Source: an optimization exercise on an open RTL-to-GDS flow (aim: small area). Production flows keep margins and buffers that such runs may drop.
Only simulation tests tie the RTL to the original design; equivalence was not proved.
No driver is modelled on the clock port, so clocking that relies on it looks cheaper here than on a real chip.
Power and IR drop assume default switching activity.

Setup of P:
// elevator
module elevator(
  input  clk,
  input  rst_n,
  input  Fin_1up, Fin_2up, Fin_3up,
  input  Fin_2dn, Fin_3dn, Fin_4dn,
  input  Fin_1, Fin_2, Fin_3, Fin_4,
  input  full,
  input  err,
  output [15:0] row,
  output [3:0]  col,
  output [1:0]  c_floor,
  output [1:0]  drc,
  output        door,
  output [9:0]  req_n
);
For scale: about 710 cells after synthesis, ~140 flip-flops, roughly 49 I/O pins, about 6200 um2 of cells after synthesis.
clock: 10.0 ns
lec_check: 0
cap_margin: 20
core_margin: 2
core_utilization: 70
place_density: 0.8
slew_margin: 20
standard.sh (not shown) runs the stock make flow with config.mk's settings and CLKGATE_MAP_FILE= SYNTH_SCRIPT=/design/flow/synth_recipe.tcl, a recipe that flattens the netlist after the stock synthesis.
==> flow/flow/run.sh <==
#!/bin/bash
# Own layout flow: the standard layout (standard.sh, with the standard
# synthesis unchanged) with these changes to how the layout is made:
#  - the port buffers are buf_1 cells (buffer_ports -buffer_cell),
#  - after floorplanning every combinational cell is set to its smallest drive
#    strength (flow/downsize.tcl); repair_design sizes up what needs it,
#  - the clock tree is a root buffer and 8 leaf buffers, each driving an equal
#    share of the registers (flow/clocktree.tcl, run before CTS); TritonCTS is
#    then pointed at the clock port net only, which it leaves alone.
# Each tool's output stays in the ORFS logs under orfs/logs; make's own output
# goes to standard.log.
set -euo pipefail
here=$(pwd)
export BUFFER_PORTS_ARGS="-buffer_cell sky130_fd_sc_hd__buf_1"
export POST_FLOORPLAN_TCL="$here/flow/downsize.tcl"
export PRE_CTS_TCL="$here/flow/clocktree.tcl"
export CLK_TREE_LEAVES=8
export CLK_TREE_LEAF_BUF=sky130_fd_sc_hd__clkbuf_8
export CLK_TREE_ROOT_BUF=sky130_fd_sc_hd__clkbuf_16
export CTS_ARGS="-clk_nets clk -dont_use_dummy_load -buf_list sky130_fd_sc_hd__clkbuf_8"
bash standard.sh > "$here/standard.log" 2>&1
Other scripts of this flow, unchanged in this note and not shown: flow/flow/clocktree.tcl, flow/flow/downsize.tcl
Modified inputs, Q compared to P
diff --git a/flow/design.v b/flow/design.v
--- a/flow/design.v
+++ b/flow/design.v
@@ -64,24 +64,24 @@
 reg c0_open;
 wire x_1000 = x[0] & !x[2] & !x[5] & !x[6] & !x[7] & !x[8] & !x[9];                             
 wire x_5000 = !x[0] & x[1] & x[3] & !x[4] & x[5] & !x[6] & x[8] & !x[9] & !x[11] & !x[12];  
 wire [12:0] x_next = {x[11:0], !(x[12]^x[9])};
 localparam [9:0] K0 = 10'd761;
 reg [9:0] cnt_k [0:3];
 wire [3:0] expd;  
-wire ck_hold = rst_n & err;   
 genvar g;
 generate for (g=0; g<4; g=g+1) begin : ck
 	wire low9 = &cnt_k[g][8:0];
 	assign expd[g] = low9 & cnt_k[g][9];
-	wire shift = rst_n & !err & kcar[g];
-	wire load = !(ck_hold | shift);    
-	wire [9:0] sh = {cnt_k[g][8:0], !(cnt_k[g][9]^cnt_k[g][6]) | low9};
 	always @ (posedge clk_1KHz)
-		cnt_k[g] <= ({10{ck_hold}} & cnt_k[g]) | ({10{shift}} & sh) | ({10{load}} & K0);
+		if (!rst_n) cnt_k[g] <= K0;
+		else if (!err) begin
+			if (!kcar[g]) cnt_k[g] <= K0;
+			else cnt_k[g] <= {cnt_k[g][8:0], !(cnt_k[g][9]^cnt_k[g][6]) | low9};
+		end
 end endgenerate
 wire [3:0] at = 4'b0001 << c_floor;
 wire [2:0] sup = at[2:0] & {3{drc!=2'b10}};
 wire [3:1] sdn = at[3:1] & {3{drc!=2'b01}};
 wire [3:0] scar = at;
 wire any_s = |(sup & ~up_n) | |(sdn & ~dn_n) | |(scar & ~car_n);
 wire car_here = |(at & ~car_n);
@@ -107,46 +107,38 @@
 end
 wire match = full ? car_here : any_s;
 always @ (posedge clk_1KHz)
 begin
 if (!rst_n)
 	begin
 	up_n<=3'b111; dn_n<=3'b111; car_n<=4'b1111;
-	arrival<=1; door<=1;
+	arrival<=1; door<=1; x<=X0; c0_open<=0;
 	end
 else if (err)
 	begin
 	up_n<=3'b111; dn_n<=3'b111; car_n<=4'b1110;
 	if (c_floor==2'b00) door<=0; else begin arrival<=1; door<=1; end
 	end
 else
 	begin
 	up_n <= clr_up_hi | (~kup & (up_n | clr_up_lo));
 	dn_n <= clr_dn_hi | (~kdn & (dn_n | clr_dn_lo));
 	car_n <= clr_car_hi | (kcar & expd) | (~kcar & (car_n | clr_car_lo));
 	if (!arrival) begin
 		if (c0_run) begin
+			if ((match && c0_open) || (!c0_open && x_1000)) begin x <= X0; c0_open <= 1; end
+			else x <= x_next;
 			if (!match && c0_open) door <= 0;
 		end else begin
-			door <= 1; arrival <= 1;
+			door <= 1; arrival <= 1; x <= X0; c0_open <= 0;
 		end
 	end else if (full ? (lock && car_here) : (cond && any_s))
 		arrival <= 0;
 	end
 end
-wire x_run = rst_n & !err & !arrival;
-wire x_hold = rst_n & (err | arrival);
-wire x_restart = c0_run & ((match & c0_open) | (!c0_open & x_1000));
-wire x_step = x_run & c0_run & !x_restart;
-wire x_load = !(x_hold | x_step);
-always @ (posedge clk_1KHz)
-begin
-	x <= ({13{x_hold}} & x) | ({13{x_step}} & x_next) | ({13{x_load}} & X0);
-	c0_open <= (x_hold & c0_open) | (x_run & (x_restart | (c0_run & c0_open)));
-end
 endmodule
 module state(Fin_1up,Fin_2up,Fin_3up,Fin_2dn,Fin_3dn,Fin_4dn,Fin_1,Fin_2,Fin_3,Fin_4,clk_1KHz,rst_n,c_floor,drc,t_floor,full,arrival);
 input full,arrival;
 input Fin_1up,Fin_2up,Fin_3up;
 input Fin_2dn,Fin_3dn,Fin_4dn;
 input Fin_1,Fin_2,Fin_3,Fin_4;
 input [1:0]c_floor;
@@ -287,18 +279,20 @@
 assign dig[6] = (f_is[0] & (c_is[3])) | (f_is[1] & (c_is[3] | c_is[4] | c_is[5])) | (f_is[2] & (c_is[3] | c_is[4] | c_is[5])) | (f_is[3] & (c_is[5]));
 assign dig[7] = 1'b0;
 wire [1:0] d = col[2] ? ~col[1:0] : col[1:0];
 wire open = (d[1] & cnt_d[1]) | ((d[1] | cnt_d[1]) & d[0] & cnt_d[0]);
 wire lit = !rst_d;           
 wire mid = lit & !open;
 wire c0 = (col[2:0]==3'd0);  
-wire [15:0] lamp_row = {2'b00,lamps[9:4],4'b0000,lamps[3:0]};
-wire [15:0] door_row = {lit,{14{mid}},lit};
 always @*
-	row = ({16{col[3]}} & door_row) | ({16{!col[3]}} & ({dig,sym} | ({16{c0}} & lamp_row)));
+begin
+	if (col[3]) row = {lit,{14{mid}},lit};
+	else if (c0) row = {2'b00,lamps[9:4],4'b0000,lamps[3:0]};
+	else row = {dig,sym};
+end
 endmodule
 module elevator(
   input  clk,
   input  rst_n,
   input  Fin_1up, Fin_2up, Fin_3up,
   input  Fin_2dn, Fin_3dn, Fin_4dn,
   input  Fin_1, Fin_2, Fin_3, Fin_4,
==> comparison <==
- In the flow results for P and Q, the count of placed standard cells including taps is larger on Q.
- Q ends up with a design area that is about 3.6% higher than in P.
- Synthesized cell count for Q: 75 up relative to P
- Q vs P on top achievable clock speed: Q is the lower one.
- Q vs. P: wire length of the first global-routing pass rose by 8.7%; power now sits higher; biggest cell delay along the critical path has increased.
- In the flow results for P and Q, the wire length is larger on Q.
- [compare] base=P new=Q: critical path depth up 1, hold slack flat, internal cell power flat, maximum number of pins on one net before global-route repair up about 33%.
- P and Q ended up with nearly the same total sequential power.

-- static timing again, ports no longer ideal --
No port has a modelled driver above. Below, the same layouts with a new extraction and two added sets of constraints. Step 1 assumes that a clkbuf_16 drives the clock port and a buf_2 every other input. Step 2 moves the port delays by t, midway between the first and last clock arrival at a register: inputs arrive t later, outputs are due t later. That takes back most of the time a late clock gives input paths. a / b / c = ideal / step 1 / step 2; a / b = the first two.
run	shift t [ns]	setup slack, ns	clock arrival spread, ns
P	0.367	5.174 / 5.142 / 5.455	0.011 / 0.011
Q	0.378	4.890 / 4.854 / 5.232	0.016 / 0.016
After both steps setup and hold are still met in every run listed.
